From an optimization exercise on the open Yosys and OpenROAD flow, aimed at small area; shortcuts taken in it are not production practice.
In this exercise RTL edits were held to simulation tests only and were not proved equivalent to the original.
Power is estimated from default activity; no workload was simulated.

==> flow/design.v <==
module rst_synch(RST_n, clk, rst_n);
input RST_n, clk;
output reg rst_n;
reg metastab;
always_ff @(negedge clk, negedge RST_n) begin
	if (!RST_n)
		metastab <= 1'b0;
	else
		metastab <= 1'b1;
end
always_ff @(negedge clk, negedge RST_n) begin
	if (!RST_n)
		rst_n <= 1'b0;
	else
		rst_n <= metastab;
end
endmodule
module SPI_mstr16(clk, rst_n, cmd, wrt, done, rd_data, SS_n, SCLK, MOSI, MISO);
    typedef enum reg [1:0] {IDLE, PORCH, ACTIVE, FINAL} state_t;
    state_t state, next_state;
    input clk, rst_n;
    input [15:0] cmd;
    input wrt;
    input MISO;
    output [15:0] rd_data;
    output MOSI, SCLK;
    output reg SS_n;
    output reg done;
    logic rst_cnt, smpl, shft, set_done, clr_done;  
    reg [4:0] rcv_cnt;
    reg [4:0] sclk_div;
    reg [15:0] shft_reg;
    reg MISO_smpl;
    assign SCLK = sclk_div[4];
    always_ff @(posedge clk, negedge rst_n)
        if(!rst_n)
            sclk_div <= 5'b00000;
        else if(rst_cnt)
            sclk_div <= 5'b10111;
        else
            sclk_div <= sclk_div + 1;
    always_ff @(posedge clk, negedge rst_n)
        if(!rst_n)
            MISO_smpl <= 1'b0;
        else if(smpl)
            MISO_smpl <= MISO;
        else
            MISO_smpl <= MISO_smpl;
    assign rd_data = shft_reg;
    assign MOSI = shft_reg[15];
    always_ff @(posedge clk, negedge rst_n)
        if(!rst_n)
            shft_reg <= 16'h0000;
        else if(wrt)
            shft_reg <= cmd;
        else if(shft)
            shft_reg <= {shft_reg[14:0], MISO_smpl};
        else
            shft_reg <= shft_reg;
    always_ff @(posedge clk, negedge rst_n)
        if(!rst_n)
            rcv_cnt <= 5'b00000;
        else if(rst_cnt)
            rcv_cnt <= 5'b00000;
        else if(smpl)
            rcv_cnt <= rcv_cnt + 1;
        else
            rcv_cnt <= rcv_cnt;
    always_ff @(posedge clk, negedge rst_n)
        if(!rst_n)
            SS_n <= 1'b1;
        else if(clr_done)
            SS_n <= 1'b0;
        else if(set_done)
            SS_n <= 1'b1;
    always_ff @(posedge clk, negedge rst_n)
        if(!rst_n)
            done <= 1'b0;
        else if(clr_done)
            done <= 1'b0;
        else if(set_done & SS_n)
            done <= 1'b1;
    always_ff @(posedge clk, negedge rst_n)
        if(!rst_n)
            state <= IDLE;
        else
            state <= next_state;
    always_comb begin
        next_state = ACTIVE;
        rst_cnt = 0;
        smpl = 0;
        shft = 0;
        set_done = 0;
        clr_done = 0;
        case(state)
            IDLE:  
                if(wrt) begin
                    rst_cnt = 1;
                    clr_done = 1;
                    next_state = PORCH;
                end else
                    next_state = IDLE;
            PORCH:  
                if(!(&sclk_div))  
                    next_state = PORCH;
            ACTIVE: 
                if(&sclk_div)  
                    shft = 1;  
                else if(&sclk_div[3:0])  
                    smpl = 1;  
                else if(rcv_cnt[4]) begin  
                    set_done = 1;  
                    next_state = FINAL;
                end
            FINAL:
                if(SS_n) begin  
                    shft = 1;  
                    set_done = 1;  
                    next_state = IDLE;
                end else
                    next_state = FINAL;
        endcase
    end
endmodule
module UART_rcv(clk, rst_n, RX, clr_rdy, rx_data, rdy);
    typedef enum reg [1:0] {IDLE, ACTIVE, SHIFT} state_t;
    state_t state, next_state;
    input clk, rst_n;
    input RX;
    input clr_rdy;
    output [7:0] rx_data;
    output reg rdy;
    reg RX_meta, RX_stab;
    reg [3:0] rx_counter;
    reg [11:0] baud_counter;
    reg [8:0] RX_DATA;
    reg shift, rst_rx_cnt, rst_baud_cnt, set_rdy, unset_rdy;
    always_ff @(posedge clk, negedge rst_n) begin
        if(!rst_n) begin
            RX_meta <= 1'b0;
            RX_stab <= 1'b0;
        end else begin
            RX_meta <= RX;
            RX_stab <= RX_meta;
        end
    end
    always_ff @(posedge clk, negedge rst_n) begin
        if(!rst_n)
            baud_counter <= 12'h000;
        else if(rst_baud_cnt && state == IDLE)
            baud_counter <= 12'd1302;
        else if(rst_baud_cnt && state == ACTIVE)
            baud_counter <= 12'h000;
        else if(state == ACTIVE)
            baud_counter <= baud_counter + 1;
    end
    always_ff @(posedge clk, negedge rst_n) begin
        if(!rst_n)
            rx_counter <= 4'h0;
        else if(rst_rx_cnt)
            rx_counter <= 4'h0;
        else if(shift)
            rx_counter <= rx_counter + 1;
    end
    always_ff @(posedge clk, negedge rst_n)
        if(!rst_n)
            RX_DATA = 9'h000;
        else if(shift)
            RX_DATA = {RX_stab, RX_DATA[8:1]};
    always_ff @(posedge clk, negedge rst_n) begin
        if(!rst_n)
            rdy <= 1'b0;
        else if(clr_rdy || unset_rdy)
            rdy <= 1'b0;
        else if(set_rdy)
            rdy <= 1'b1;
    end
    assign rx_data = RX_DATA[7:0];
    always_ff @(posedge clk, negedge rst_n) begin
        if(!rst_n)
            state <= IDLE;
        else
            state <= next_state;
    end
    always_comb begin
        shift = 0;
        rst_rx_cnt = 0;
        rst_baud_cnt = 0;
        next_state = ACTIVE;
        unset_rdy = 0;
        set_rdy = 0;
        case(state)
            IDLE: if(RX_stab == 1'b0) begin
				unset_rdy = 1;
                rst_rx_cnt = 1;
                rst_baud_cnt = 1;
            end else begin
                next_state = IDLE;
                set_rdy = 1;
            end
            ACTIVE: if(baud_counter == 2604) begin
				rst_baud_cnt = 1;
                shift = 1;
            end else if(rx_counter == 10) begin
				set_rdy = 1;
                next_state = IDLE;
            end
        endcase
    end
endmodule
module Auth_blk(clk, rst_n, RX, rider_off, pwr_up);
    typedef enum reg [1:0] {OFF, PWR1, PWR2} state_t;
    state_t state, next_state;
    input clk, rst_n;
    input RX, rider_off;
    output reg pwr_up;
    reg clr_rdy;
    wire rdy;
    wire [7:0] rx_data;
    UART_rcv rcv(.clk(clk), .rst_n(rst_n), .RX(RX), .clr_rdy(clr_rdy), .rx_data(rx_data), .rdy(rdy));
    always_ff @(posedge clk, negedge rst_n)
        if(!rst_n)
            state <= OFF;
        else
            state <= next_state;
    always_comb begin
        next_state = PWR1;
        pwr_up = 0;
        clr_rdy = 0;
        case(state)
            OFF:  
                if(rx_data == 8'h67 && rdy)
                    pwr_up = 1;
                else
                    next_state = OFF;
            PWR1:  
                if(rx_data == 8'h73 && rdy) begin
                    if(rider_off)  
                        next_state = OFF;
                    else begin  
                        next_state = PWR2;
                        pwr_up = 1;
                    end
                end else
                    pwr_up = 1;
            PWR2:
                if(rider_off)  
                    next_state = OFF;
                else if(rx_data == 8'h67 && rdy)  
                    pwr_up = 1;
                else begin
                    next_state = PWR2;
                    pwr_up = 1;
                end
        endcase
    end
endmodule
module inertial_integrator(clk, rst_n, vld, ptch_rt, AZ, ptch);
	input clk, rst_n;
	input vld;
	input [15:0] ptch_rt, AZ;
	output signed [15:0] ptch;
	reg [26:0] ptch_int;
	wire [15:0] ptch_rt_comp;
	wire signed [15:0] AZ_comp, ptch_acc;
	wire signed [26:0] fusion_ptch_offset;
	wire signed [25:0] ptch_acc_product;
	localparam PTCH_RT_OFFSET 	= 16'h03c2;
	localparam AZ_OFFSET 		= 16'hfe80;
	localparam FUDGE 			= 327;
	assign ptch_rt_comp = ptch_rt - PTCH_RT_OFFSET;
	assign AZ_comp = AZ - AZ_OFFSET;
	assign ptch_acc_product = AZ_comp * $signed(FUDGE);
	assign ptch_acc = {{3{ptch_acc_product[25]}}, ptch_acc_product[25:13]};
	assign fusion_ptch_offset = (ptch_acc > ptch) ? 1024 : -1024;
	always_ff @(posedge clk, negedge rst_n)
		if(!rst_n)
			ptch_int <= 0;
		else if(vld)
			ptch_int <= ptch_int - {{11{ptch_rt_comp[15]}}, ptch_rt_comp} +
						fusion_ptch_offset;
	assign ptch = ptch_int[26:11];
endmodule
module inert_intf(clk, rst_n, vld, ptch, SS_n, SCLK, MOSI, MISO, INT);
    typedef enum reg[3:0]{INIT1, INIT2, INIT3, INIT4, CHECK, READ1, READ2, READ3, READ4, VALID}state_t;
    state_t state, nxt_state;
    input clk, rst_n;
    output reg vld;
    output [15:0] ptch;
    output SS_n, SCLK, MOSI;
    input MISO;
    input INT;  
    reg [15:0] timer;  
    reg C_P_H, C_P_L, C_AZ_H, C_AZ_L;
    reg wrt;
    wire done;  
    wire [15:0] rd_data;
    reg [15:0] cmd;  
    SPI_mstr16 mstr(.clk(clk), .rst_n(rst_n),
                    .cmd(cmd), .wrt(wrt), .done(done), .rd_data(rd_data),
                    .SS_n(SS_n), .SCLK(SCLK), .MOSI(MOSI), .MISO(MISO));
    wire [15:0] ptch_rt, ptch, AZ;
    inertial_integrator integ(.clk(clk), .rst_n(rst_n),
                                .vld(vld), .ptch_rt(ptch_rt), .AZ(AZ), .ptch(ptch));
    reg INT_meta, INT_stab;
    always_ff @(posedge clk, negedge rst_n) begin
        if(!rst_n) begin
            INT_meta <= 1'b0;
            INT_stab <= 1'b0;
        end else begin
            INT_meta <= INT;
            INT_stab <= INT_meta;
        end
    end
    reg [7:0] AZ_h, AZ_l;
    always_ff @(posedge clk, negedge rst_n)
        if(!rst_n)
            AZ_h <= 8'h00;
        else if(C_AZ_H)
            AZ_h <= rd_data[7:0];
    always_ff @(posedge clk, negedge rst_n)
        if(!rst_n)
            AZ_l <= 8'h00;
        else if(C_AZ_L)
            AZ_l <= rd_data[7:0];
    assign AZ = {AZ_h, AZ_l};
    reg [7:0] ptch_h, ptch_l;
    always_ff @(posedge clk, negedge rst_n)
        if(!rst_n)
            ptch_h <= 8'h00;
        else if(C_P_H)
            ptch_h <= rd_data[7:0];
    always_ff @(posedge clk, negedge rst_n)
        if(!rst_n)
            ptch_l <= 8'h00;
        else if(C_P_L)
            ptch_l <= rd_data[7:0];
    assign ptch_rt = {ptch_h, ptch_l};
    always @(posedge clk, negedge rst_n)
        if(!rst_n)
            timer <= 16'h0000;
        else
            timer <= timer + 1'b1;
    always_ff @(posedge clk, negedge rst_n)
        if(!rst_n)
            state <= INIT1;
        else
            state <= nxt_state;
    always_comb begin
        nxt_state = INIT1;
        wrt = 1'b0;
        cmd = 16'h0D02;
        vld = 1'b0;
        C_P_H = 1'b0;
        C_P_L = 1'b0;
        C_AZ_H = 1'b0;
        C_AZ_L = 1'b0;
        case(state)
            INIT1:  
                if(&timer) begin
                    wrt = 1'b1;
                    nxt_state = INIT2;
                end
                else
                    nxt_state = INIT1;
            INIT2:
                begin
                    cmd = 16'h1053;
                    if(done) begin
                        wrt = 1'b1;
                        nxt_state = INIT3;
                    end
                    else begin
                        nxt_state = INIT2;
                    end
                end
            INIT3:
                begin
                    cmd = 16'h1150;
                    if(done) begin
                        wrt = 1'b1;
                        nxt_state = INIT4;
                    end
                    else
                        nxt_state = INIT3;
                end
            INIT4:
                begin
                    cmd = 16'h1460;
                    if(done) begin
                        wrt = 1'b1;
                        nxt_state = CHECK;
                    end
                    else
                        nxt_state = INIT4;
                end
            CHECK:  
                if(INT_stab == 1)
                    nxt_state = READ1;
                else
                    nxt_state = CHECK;
            READ1:  
                begin
                    cmd = 16'hA200;
                    if(done) begin
                        wrt = 1'b1;
                        nxt_state = READ2;
                    end
                    else
                        nxt_state = READ1;
                end
            READ2:  
                begin
                    cmd = 16'hA300;
                    if(done) begin
                        wrt = 1'b1;
                        C_P_L = 1'b1;
                        nxt_state = READ3;
                    end
                    else
                        nxt_state = READ2;
                end
            READ3:  
                begin
                    cmd = 16'hAC00;
                    if(done) begin
                        wrt = 1'b1;
                        C_P_H = 1'b1;
                        nxt_state = READ4;
                    end
                    else
                        nxt_state = READ3;
                end
            READ4:  
                begin
                    cmd = 16'hAD00;
                    if(done) begin
                        wrt = 1'b1;
                        C_AZ_L = 1'b1;
                        nxt_state = VALID;
                    end
                    else
                        nxt_state = READ4;
                end
            VALID:  
                begin
                    if(done) begin
                        C_AZ_H = 1'b1;
                        vld = 1'b1;
                        nxt_state = CHECK;
                    end
                    else
                        nxt_state = VALID;
                end
        endcase
    end
endmodule
module balance_cntrl(clk,rst_n,vld,ptch,ld_cell_diff,lft_spd,lft_rev,
                     rght_spd,rght_rev,rider_off, en_steer, pwr_up, too_fast);
  parameter fast_sim = 0;
  input clk,rst_n;
  input vld;                         
  input signed [15:0] ptch;          
  input signed [11:0] ld_cell_diff;  
  input rider_off;                   
  input en_steer;
  output [10:0] lft_spd;             
  output lft_rev;                    
  output [10:0] rght_spd;            
  output rght_rev;                   
  input pwr_up;						 
  output too_fast;					 
    reg signed [17:0] ptch_I_term;
    reg signed [9:0] ptch_err_tmp, prev_ptch_err;
    wire signed [6:0] ptch_D_sat;
    wire signed [9:0] ptch_err_sat, ptch_D_diff;
    wire signed [12:0] ptch_D_term;
    wire signed [14:0] ptch_P_term;
    wire signed [15:0] PID_cntrl, lft_shaped, rght_shaped;
    reg signed [15:0] lft_torque, rght_torque;
    wire [15:0] lft_torque_abs, rght_torque_abs, lft_shaped_abs, rght_shaped_abs;
    wire signed [17:0] ptch_err_sat_ext;
    wire signed [17:0] integral;
    wire ov;
  localparam P_COEFF = 5'h0E;
  localparam D_COEFF = 6'h14;                
  localparam LOW_TORQUE_BAND = 8'h46;    
  localparam GAIN_MULTIPLIER = 6'h0F;    
  localparam MIN_DUTY = 15'h03D4;        
    assign ptch_err_sat = ptch[15] ? &ptch[14:9] ? ptch[9:0]
                                                 : 10'h200
                                   : |ptch[14:9] ? 10'h1ff
                                                 : {1'b0, ptch[8:0]};
    assign ptch_P_term = ptch_err_sat * $signed(P_COEFF);
    always_ff @(posedge clk, negedge rst_n) begin
        if(!rst_n)
            ptch_I_term <= 18'h00000;
        else if(!pwr_up)  
            ptch_I_term <= 18'h00000;
        else if(rider_off)  
            ptch_I_term <= 18'h00000;
        else if(vld & ~ov)  
            ptch_I_term <= integral;
        else
            ptch_I_term <= ptch_I_term;  
    end
    assign ptch_err_sat_ext = { {8{ptch_err_sat[9]}}, ptch_err_sat };
    assign integral = ptch_err_sat_ext + ptch_I_term;
    assign ov = (ptch_err_sat_ext[17] & ptch_I_term[17] & ~integral[17]) | (~ptch_err_sat_ext[17] & ~ptch_I_term[17] & integral[17]);
    always_ff @(posedge clk, negedge rst_n) begin
        if(!rst_n) begin
            ptch_err_tmp <= 10'h000;
            prev_ptch_err <= 10'h000;
        end else if(vld) begin  
            ptch_err_tmp <= ptch_err_sat;
            prev_ptch_err <= ptch_err_tmp;
        end else begin  
            ptch_err_tmp <= ptch_err_tmp;
            prev_ptch_err <= prev_ptch_err;
        end
    end
    assign ptch_D_diff = ptch_err_sat - prev_ptch_err;
    assign ptch_D_sat = ptch_D_diff[9] ? &ptch_D_diff[8:6] ? ptch_D_diff[6:0]
                                                           : 7'h40
                                       : |ptch_D_diff[8:6] ? 7'h3f
                                                           : {1'b0, ptch_D_diff[5:0]};
    assign ptch_D_term = ptch_D_sat * $signed(D_COEFF);
    reg [15:0] ptch_P_term_16, ptch_I_term_16, ptch_D_term_16;
    always_ff @(posedge clk, negedge rst_n)
        if(!rst_n) begin
            ptch_P_term_16 <= 16'h0000;
            ptch_I_term_16 <= 16'h0000;
            ptch_D_term_16 <= 16'h0000;
        end else begin
            ptch_P_term_16 <= { ptch_P_term[14], ptch_P_term };  
            ptch_I_term_16 <= (fast_sim) ? ptch_I_term[17:2] : { {4{ptch_I_term[17]}}, ptch_I_term[17:6] };  
            ptch_D_term_16 <= { {3{ptch_D_term[12]}}, ptch_D_term };  
        end
    assign PID_cntrl = ptch_P_term_16 + ptch_I_term_16 + ptch_D_term_16;  
    always_ff @(posedge clk, negedge rst_n)
        if(!rst_n)
            lft_torque <= 16'h0000;
        else begin
            lft_torque <= (en_steer) ? PID_cntrl - { {7{ld_cell_diff[11]}}, ld_cell_diff[11:3] }
                                     : PID_cntrl;
        end
    always_ff @(posedge clk, negedge rst_n)
        if(!rst_n)
            rght_torque <= 16'h0000;
        else begin
            rght_torque <= (en_steer) ? PID_cntrl + { {7{ld_cell_diff[11]}}, ld_cell_diff[11:3] }
                                     : PID_cntrl;
        end
    assign lft_torque_abs = lft_torque[15] ? ~lft_torque + 1
                                           : lft_torque;
    assign rght_torque_abs = rght_torque[15] ? ~rght_torque + 1
                                             : rght_torque;
    assign lft_shaped = (lft_torque_abs >= LOW_TORQUE_BAND) ? (lft_torque[15]) ? lft_torque - MIN_DUTY
                                                                               : lft_torque + MIN_DUTY
                                                            : lft_torque * $signed(GAIN_MULTIPLIER);
    assign rght_shaped = (rght_torque_abs >= LOW_TORQUE_BAND) ? (rght_torque[15]) ? rght_torque - MIN_DUTY
                                                                                  : rght_torque + MIN_DUTY
                                                              : rght_torque * $signed(GAIN_MULTIPLIER);
    assign lft_shaped_abs = lft_shaped[15] ? ~lft_shaped + 1
                                           : lft_shaped;
    assign rght_shaped_abs = rght_shaped[15] ? ~rght_shaped + 1
                                             : rght_shaped;
    assign lft_rev = lft_shaped[15];
    assign rght_rev = rght_shaped[15];
    assign lft_spd = (|lft_shaped_abs[15:11] ? 11'h7ff : lft_shaped_abs[10:0]) & {11{pwr_up}};
    assign rght_spd = (|rght_shaped_abs[15:11] ? 11'h7ff : rght_shaped_abs[10:0]) & {11{pwr_up}};
    assign too_fast = (lft_spd > 1536) | (rght_spd > 1536);
endmodule
module steer_en(clk,rst_n, lft_ld, rght_ld, en_steer, rider_off, ld_cell_diff);
  input clk;		     
  input rst_n;		     
  input [11:0] lft_ld, rght_ld;     
  output reg en_steer;		 
  output reg rider_off;      
  output [11:0] ld_cell_diff;	 
  wire diff_gt_eigth;	 
  wire diff_gt_15_16;	 
  wire sum_gt_min;		 
  wire sum_lt_min;		 
  wire [11:0] intr_cell_diff;	 
  wire [12:0] ld_sum;			 
  wire tmr_full;				 
  reg [25:0] timer_cnt;			 
  reg clr_tmr;				 
  localparam MIN_RIDER_WEIGHT = 12'h200;	 
  localparam HYSTERESIS = 6'h20;			 
  parameter fast_sim = 0;					 
  typedef enum reg [1:0] {IDLE, WAIT, STEER_EN} state_t;
  state_t state, nxt_state;
  assign ld_sum = lft_ld + rght_ld;
  assign intr_cell_diff = (lft_ld > rght_ld) ? (lft_ld - rght_ld) : (rght_ld - lft_ld);
  assign ld_cell_diff = lft_ld - rght_ld;
  always_ff @(posedge clk, negedge rst_n)
    if(!rst_n)
	timer_cnt <= 26'h0000000;
    else if(clr_tmr)
	timer_cnt <= 26'h0000000;
    else
	timer_cnt <= timer_cnt + 1'b1;
	assign tmr_full = fast_sim ? &timer_cnt[14:0] : &timer_cnt;
	assign diff_gt_eigth = (intr_cell_diff > ((ld_sum) >> 3));
	assign diff_gt_15_16 = (intr_cell_diff > ((ld_sum)-((ld_sum) >> 4)));
	assign sum_gt_min = ((ld_sum) > (MIN_RIDER_WEIGHT + HYSTERESIS));
	assign sum_lt_min = ((ld_sum) < (MIN_RIDER_WEIGHT - HYSTERESIS));
	always_ff @(posedge clk, negedge rst_n)
	if(!rst_n)
		state <= IDLE;
	else
		state <= nxt_state;
always_comb begin
    en_steer = 1'b0;
    clr_tmr = 1'b0;
    nxt_state = IDLE;
    rider_off = 1'b0;
    case(state)
	IDLE:
	    if(sum_gt_min) begin
		nxt_state = WAIT;
		clr_tmr = 1'b1;
	    end
	    else begin
		nxt_state = IDLE;
		rider_off = 1'b1;
	    end
	WAIT:
	    if(!sum_gt_min) begin
		nxt_state = IDLE;
		rider_off = 1'b1;
	    end
	    else if(diff_gt_eigth) begin
		nxt_state = WAIT;
		clr_tmr = 1'b1;
	    end
	    else if(tmr_full) begin
		nxt_state = STEER_EN;
		en_steer = 1'b1;
	    end
	    else
		nxt_state = WAIT;
	STEER_EN:
	    if(sum_lt_min) begin
		nxt_state = IDLE;
		en_steer = 1'b0;
		rider_off = 1'b1;
	    end
	    else if(diff_gt_15_16) begin
		nxt_state = WAIT;
		clr_tmr = 1'b1;
		en_steer = 1'b0;
	    end
	    else if(!diff_gt_15_16) begin
		en_steer = 1'b1;
		nxt_state = STEER_EN;
	    end
	    else
		nxt_state = STEER_EN;
    endcase
end
endmodule
module PWM11(clk, rst_n, duty, PWM_sig);
input clk, rst_n;
input [10:0] duty;
output reg PWM_sig;
reg [10:0] cnt;
reg S, R;
assign S = cnt == 0;
assign R = cnt >= duty;
always_ff @(posedge clk, negedge rst_n) begin
    if(!rst_n)
        cnt <= 0;
    else
        cnt <= cnt + 1;
end
always_ff @(posedge clk, negedge rst_n) begin
    if(!rst_n)
        PWM_sig <= 0;
    else if(R)
        PWM_sig <= 0;
    else if(S)
        PWM_sig <= 1;
    else
        PWM_sig <= PWM_sig;
end
endmodule
module mtr_drv(clk, rst_n, lft_spd, lft_rev, PWM_rev_lft, PWM_frwrd_lft, rght_spd, rght_rev, PWM_rev_rght, PWM_frwrd_rght);
    input clk, rst_n;
    input [10:0] lft_spd, rght_spd;
    input lft_rev, rght_rev;
    output PWM_rev_lft, PWM_frwrd_lft;
    output PWM_rev_rght, PWM_frwrd_rght;
    reg lft_sig, rght_sig;
    PWM11 lft(.clk(clk), .rst_n(rst_n), .duty(lft_spd), .PWM_sig(lft_sig)),
            rght(.clk(clk), .rst_n(rst_n), .duty(rght_spd), .PWM_sig(rght_sig));
    assign PWM_rev_lft = lft_rev & lft_sig;
    assign PWM_frwrd_lft = ~lft_rev & lft_sig;
    assign PWM_rev_rght = rght_rev & rght_sig;
    assign PWM_frwrd_rght = ~rght_rev & rght_sig;
endmodule
module A2D_intf(clk, rst_n, nxt, lft_ld, rght_ld, batt, SS_n, SCLK, MOSI, MISO);
    localparam LFT_LD = 2'b00;
    localparam RGHT_LD = 2'b01;
    localparam BATT = 2'b10;
    typedef enum reg[1:0]{IDLE, WRITE, UPDATE, READ}state_t;
    state_t state, nxt_state;
    input clk, rst_n;
    input nxt;  
    output reg [11:0] lft_ld, rght_ld, batt;
    wire [2:0] channel; 
    input MISO;
    output MOSI, SCLK;
    output SS_n;
    reg wrt, update;  
    wire done;  
    wire [15:0] cmd, rd_data;
    reg [1:0] count;
    SPI_mstr16 master(.clk(clk), .rst_n(rst_n), .cmd(cmd),
                      .wrt(wrt), .done(done), .rd_data(rd_data),
                      .SS_n(SS_n), .SCLK(SCLK), .MOSI(MOSI), .MISO(MISO));
    always_ff @(posedge clk, negedge rst_n)
        if(!rst_n)
            count <= 2'b00;
        else if(update)
            count <= (count == 2'b10) ? 2'b00 : count + 1;
    assign channel = (count == LFT_LD) ? 3'b000 : (count == RGHT_LD) ? 3'b100 : 3'b101;
    assign cmd = {2'b00,channel,11'h000};
    always_ff @(posedge clk, negedge rst_n)
        if(!rst_n)
            lft_ld <= 12'h000;
        else if(update && count == LFT_LD)
            lft_ld <= rd_data[11:0];
    always_ff @(posedge clk, negedge rst_n)
        if(!rst_n)
            rght_ld <= 12'h000;
        else if(update && count == RGHT_LD)
            rght_ld <= rd_data[11:0];
    always_ff @(posedge clk, negedge rst_n)
        if(!rst_n)
            batt <= 12'h000;
        else if(update && count == BATT)
            batt <= rd_data[11:0];
    always_ff @(posedge clk, negedge rst_n)
        if (!rst_n)
            state <= IDLE;
        else
            state <= nxt_state;
    always_comb begin
        update = 1'b0;
        wrt = 1'b0;
        nxt_state = IDLE;
        case(state)
            IDLE:  
                if(nxt)begin
                    wrt = 1'b1;
                    nxt_state = WRITE;
                end
                else
                    nxt_state = IDLE;
            WRITE:  
                if(done)
                    nxt_state = UPDATE;
                else
                    nxt_state = WRITE;
            UPDATE: begin
                nxt_state = READ;
                wrt = 1'b1;
            end
            READ:  
                if(done) begin
                    nxt_state = IDLE;
                    update = 1'b1;
                end else
                    nxt_state = READ;
        endcase
    end
endmodule
module piezo(clk, rst_n, norm_mode, ovr_spd, batt_low, sound, sound_n);
    input clk, rst_n;  
    input norm_mode, ovr_spd, batt_low;
    output reg sound;
    output sound_n;
    assign sound_n = ~sound;
    wire S, R;
    wire S_norm, S_ovr, S_batt;
    wire R_norm, R_ovr, R_batt;
    reg [26:0] count;
    always_ff @(posedge clk, negedge rst_n)
        if(!rst_n)
            count <= 27'h0000000;
        else if(count == 27'h5f5e100)  
            count <= 27'h0000000;
        else
            count <= count + 1;
    assign S_norm = norm_mode & (count[26:22] == 5'b00001) & !count[16];
    assign R_norm = !norm_mode | (count[26:22] != 5'b00001) | count[16];
    assign S_ovr = ovr_spd & !count[13] & count[19];
    assign R_ovr = !ovr_spd | count[13];
    assign S_batt = batt_low & !count[15] & (count[26:25] == 2'b00) & (count[23:22] == 2'b01);
    assign R_batt = !batt_low | count[15];
    assign S = (S_norm & !ovr_spd & !batt_low) | (S_ovr & !((count[26:25] == 2'b00) & (count[23:22] == 2'b01) & batt_low)) | S_batt;
	assign R = R_norm & R_ovr & R_batt;
    always_ff @(posedge clk, negedge rst_n) begin
        if(!rst_n)
            sound <= 0;
        else if(R)
            sound <= 0;
        else if(S)
            sound <= 1;
        else
            sound <= sound;
    end
endmodule
module Segway(clk,RST_n,LED,INERT_SS_n,INERT_MOSI,
              INERT_SCLK,INERT_MISO,A2D_SS_n,A2D_MOSI,A2D_SCLK,
              A2D_MISO,PWM_rev_rght,PWM_frwrd_rght,PWM_rev_lft,
              PWM_frwrd_lft,piezo_n,piezo,INT,RX);
    input clk,RST_n;
    input INERT_MISO;                      
    input A2D_MISO;                        
    input INT;                             
    input RX;                              
    output [7:0] LED;                      
    output A2D_SS_n, INERT_SS_n;           
    output A2D_MOSI, INERT_MOSI;           
    output A2D_SCLK, INERT_SCLK;           
    output PWM_rev_rght, PWM_frwrd_rght;   
    output PWM_rev_lft, PWM_frwrd_lft;     
    output piezo_n,piezo;                  
    localparam fast_sim = 1;   
    wire rst_n;                            
    wire pwr_up;                           
    wire [11:0] lft_ld, rght_ld, batt;     
    wire [15:0] ptch;                      
    wire vld;                              
    wire en_steer;                         
    wire rider_off;                        
    wire [11:0] ld_cell_diff;              
    wire [10:0] lft_spd, rght_spd;         
    wire lft_rev, rght_rev;                
    assign LED = 8'h00;                    
    wire too_fast;                         
    Auth_blk iAUTH(.clk(clk), .rst_n(rst_n),
                    .RX(RX), .rider_off(rider_off),                                              
                    .pwr_up(pwr_up));                                                            
    inert_intf iININT(.clk(clk), .rst_n(rst_n),
                    .INT(INT),                                                                   
                    .vld(vld), .ptch(ptch),                                                      
                    .SS_n(INERT_SS_n), .SCLK(INERT_SCLK), .MOSI(INERT_MOSI), .MISO(INERT_MISO)); 
    balance_cntrl #(.fast_sim(fast_sim)) iBAL(.clk(clk), .rst_n(rst_n),
                    .vld(vld), .ptch(ptch), .rider_off(rider_off),                               
                    .en_steer(en_steer), .pwr_up(pwr_up), .ld_cell_diff(ld_cell_diff),           
                    .too_fast(too_fast), .lft_spd(lft_spd), .lft_rev(lft_rev),                   
                    .rght_spd(rght_spd), .rght_rev(rght_rev));                                   
    steer_en #(.fast_sim(fast_sim)) iSTEER(.clk(clk), .rst_n(rst_n),
                    .lft_ld(lft_ld), .rght_ld(rght_ld),                                          
                    .en_steer(en_steer), .rider_off(rider_off),                                  
                    .ld_cell_diff(ld_cell_diff));                                                
    mtr_drv iMTR(.clk(clk), .rst_n(rst_n),
                .lft_spd(lft_spd), .lft_rev(lft_rev),                                            
                .rght_spd(rght_spd), .rght_rev(rght_rev),                                        
                .PWM_rev_lft(PWM_rev_lft), .PWM_frwrd_lft(PWM_frwrd_lft),                        
                .PWM_rev_rght(PWM_rev_rght), .PWM_frwrd_rght(PWM_frwrd_rght));                   
    A2D_intf iA2DINT(.clk(clk), .rst_n(rst_n),
                    .nxt(vld),                                                                   
                    .lft_ld(lft_ld), .rght_ld(rght_ld), .batt(batt),                             
                    .SS_n(A2D_SS_n), .SCLK(A2D_SCLK), .MOSI(A2D_MOSI), .MISO(A2D_MISO));         
    piezo iSPKR(.clk(clk), .rst_n(rst_n),
                .norm_mode(pwr_up), .ovr_spd(too_fast), .batt_low(batt <= 15'h800),             
                .sound(piezo), .sound_n(piezo_n));											    
    rst_synch iRST(.clk(clk),.RST_n(RST_n),.rst_n(rst_n));
endmodule
==> flow/run.sh <==
#!/bin/bash
# synth_recipe.tcl (not shown) runs the flow's synth.tcl, then flattens the netlist and writes it again
# the make line also repeats each setting of config.mk as NAME=value (left out here)
make -C /OpenROAD-flow-scripts/flow DESIGN_CONFIG=/design/flow/config.mk WORK_HOME=/design/flow/orfs CLKGATE_MAP_FILE= SYNTH_SCRIPT=/design/flow/synth_recipe.tcl finish
==> flow/config.mk <==
export PLATFORM = sky130hd
export DESIGN_NAME = Segway
export DESIGN_NICKNAME = Segway
export VERILOG_FILES = /design/flow/design.v
export SDC_FILE = /design/flow/constraint.sdc
export NUM_CORES = 4
export LEC_CHECK = 0
export CAP_MARGIN = 20
export CORE_MARGIN = 2
export CORE_UTILIZATION = 40
export SLEW_MARGIN = 20
==> flow/constraint.sdc <==
create_clock -name core_clock -period 12.0 [get_ports {clk}]
set_input_delay 2.4000 -clock core_clock [delete_from_list [all_inputs] [get_ports {clk}]]
set_output_delay 2.4000 -clock core_clock [all_outputs]
set_load 0.01 [all_outputs]
==> summary.txt <==
==> power by group through the flow <==
stage / clock network (W) / registers (W) / logic [W]
floorplan: 0 / 0.00140 / 0.0000318
global placement: 0 / 0.00138 / 0.0000615
detailed placement: 0 / 0.00138 / 0.0000625
CTS: 0.00157 / 0.00136 / 0.0000625
global route: 0.00162 / 0.00136 / 0.0000699
finish: 0.00151 / 0.00136 / 0.0000593
==> worst max-delay path, delay by kind of cell, from the launching register on <==
kind / cells / cell delay [ns]
adders and majority gates: 10 / 3.76
AOI/OAI and AO/OA: 17 / 4.15
and+or+nand+nor: 8 / 0.79
DFF: 1 / 0.45
xor gates and xnor gates: 4 / 0.95
buffers and inverters: 5 / 0.74
==> metal layers <==
metal  GRT usage  share of wire
met1       0.216           0.47
met3      0.0181          0.025
met5           0              0
met2       0.294           0.48
met4      0.0420          0.022
==> cell usage after synthesis, drive strengths merged (37+ instances only) <==
cell type,number
o21a,37
a21o,59
xor2,107
mux2i,78
dfrtp,391
and3,42
nor2,259
mux2,83
nor3,77
nand3,105
xnor2,218
nor2b,49
clkbuf,79
nand2b,40
ha,426
nand2,282
inv,336
a21oi,223
o21bai,40
fa,140
o21ai,185
==> layout make-up <==
type                    count  share of cell area
multi-input cells        2841               0.607
well taps                1144              0.0384
clock buffers              71              0.0386
inverters                 338              0.0340
flip-flops and latches    395               0.265
clock inverters            16             0.00631
repair buffers             42              0.0108
==> worst min path at each step <==
stage                           end  slack (ns)  depth (start not counted)
2_1_floorplan  iRST.rst_n$_DFF_NN0_        0.29                          0
3_3_place_gp   iRST.rst_n$_DFF_NN0_        0.30                          0
3_5_place_dp   iRST.rst_n$_DFF_NN0_        0.31                          0
4_1_cts        iRST.rst_n$_DFF_NN0_        0.31                          0
5_1_grt        iRST.rst_n$_DFF_NN0_        0.31                          0
6_report       iRST.rst_n$_DFF_NN0_        0.31                          0
==> per-stage QoR <==
step	util	hold WS (ns)
floorplan	-	0.292
global placement	0.419	0.300
detailed placement	0.419	0.308
CTS	0.439	0.308
global route	0.439	0.308
finish	0.439	0.310
==> kinds of logic (layout without fill, tap and decap cells) <==
kind of cell / after synthesis / after routing / synth area share
fa+ha+maj: 566 / 566 / 0.239
mux: 161 / 161 / 0.0503
compound gates: 755 / 755 / 0.141
xor+xnor: 325 / 325 / 0.0835
simple gates: 1025 / 1025 / 0.147
buf+inv: 438 / 467 / 0.0499
other cells: 2 / 9 / 0.000220
flops: 395 / 395 / 0.290
==> results.ini <==
[pwr]
cell_area_power_density_nw_per_um2 = 78.6
switching_share = 0.221
ir_worst_vdd_mv = 0.104
power.share.clock = 0.515
cellInternalPower_w = 0.00228
p_total_w = 0.00293
flop_pwr_share = 0.465
power_leakage_nw = 18.5
total_switching_power_w = 0.000647
comb_power_share = 0.020

[grt]
grt_util_all_layers = 0.166
antenna_found_initial = 0
grt_first_pass_wirelength_mm = 122
grt_pass1_vias = 25000
grt_max_degree = 172
overflow = 0

[layout]
commonest_non_fill_non_tap_cells_in_the_layout = 426 x ha_1, 391 x dfrtp_1, 335 x inv_1, 281 x nand2_1, 258 x nor2_1
num-fill-cells = 8331
layout-area-overhead-vs-synth_pct = 9.32
instances_no_fill = 4847
fin_nets = 4238
multi_input_area_um2 = 22600
regArea_um2 = 9890
most_frequent_standard_cell_in_the_layout_excluding_fill_and_tap_cells = ha_1
post-route-cell-area_um2 = 37300
layout_top_registers = iININT.integ.ptch_int: 27 flops, iSPKR.count: 27 flops, iBAL.ptch_I_term: 18 flops
drive_above_1_share = 0.0627
antenna_cells = 0

[timing]
finalHoldViolations = 0
tightestPinTransition_ns = 1.06
max_freq_mhz = 91.3
worst_slack_ns = 1.04
rsz0062_at_grt = false
final.setup_skew_ns = 0.0287
layout_worst_path_cycle_share = 0.913
finalCriticalPeriod_ns = 10.96
finalSetupViolations = 0
timing.max_slew.rel_slack = 0.287
finalSetupTns_ns = 0
slew_viol_final = 0

[critical_path]
timing.critical_path.slowest_stage_cell = fa_1
max_stage_delay_ns = 0.54
reg2reg_slack_ns = 1.04
crit_path_max_fanout = 14
timing_worst_setup_path_type = reg2reg
rr_startpoint = iININT.AZ_l[7]$_DFFE_PN0P_
setup.worst_path.end_class = flop
crit_end = iININT.integ.ptch_int[26]$_DFFE_PN0P_
timing.critical_path.from = iININT.AZ_l[7]$_DFFE_PN0P_
worstPathArrival_ns = 11.43
crit_path_start_kind = flop
regToRegEndpoint = iININT.integ.ptch_int[26]$_DFFE_PN0P_
worstRegToRegCells = 44
cp_common_cell = ha_1
required_ns = 12.47

[placed_design]
detailed_place.area_um2 = 35500
place_worst_setup_slack_ns = 1.02
place.port_buffers = 17
gpl.final_weighted_congestion = 0.869
place_inst = 4759
hpwl_detailed_mm = 54.8

[yosys]
async_flop_share = 1.00
mappedNetlistArea_um2 = 34100
synth_area_leaders = dfrtp_1 29%, ha_1 16%, fa_1 8.2%, xnor2_1 5.6%, inv_1 3.7%
synth_cell_type_count = 94
synth_warnings = 13
synth.yosys.seq_area_share = 0.290
synth-seq-cells = 395
synth_area_per_cell_um2 = 9.30
syn-instance-count = 3667
synth_edf_count = 0
postSynth.topFlopCell = dfrtp_1
synth_area_leader_cell = dfrtp_1
synth_top_cell_area_share = 0.287

[detailed_routing]
wire_per_inst_um = 14.7
number_of_vias_per_cell = 5.14
antenna_violating_nets_post_route = 0
drc_errors = 0
firstDrtPassIters = 5
drt-initial-drc-count = 1097
finalWirelength_mm = 71.3
total_number_of_vias = 24900

[floorplan]
die_x_um = 296
core-area_um2 = 84900
floorplan_row_count = 107
die_h_um = 296
die_area_um2 = 87600
floorplan.io_pins = 26
starting_density = 0.402

[clock_network]
post_cts.repair.setup_buffers = 0
clk_path_buf_depth = 3
clk_latency_ns = 0.60
cts_tree = done
post_cts.resized_instances = 0
cts_num_sinks = 395
clk_pin_slew_ns = 0.05
cts_hold_repair.buffers = 0
cts-buffers-inserted = 48
cts.root.buffer_cell = clkbuf_16
clock_tree.htree_level_count = 2

[min_path]
min-delay-start = iRST.metastab$_DFF_NN0_
worst_hold_path_type = reg2reg

[outcome]
outcome = timing/DRC/antenna clean

[run]
cap_violations = 0

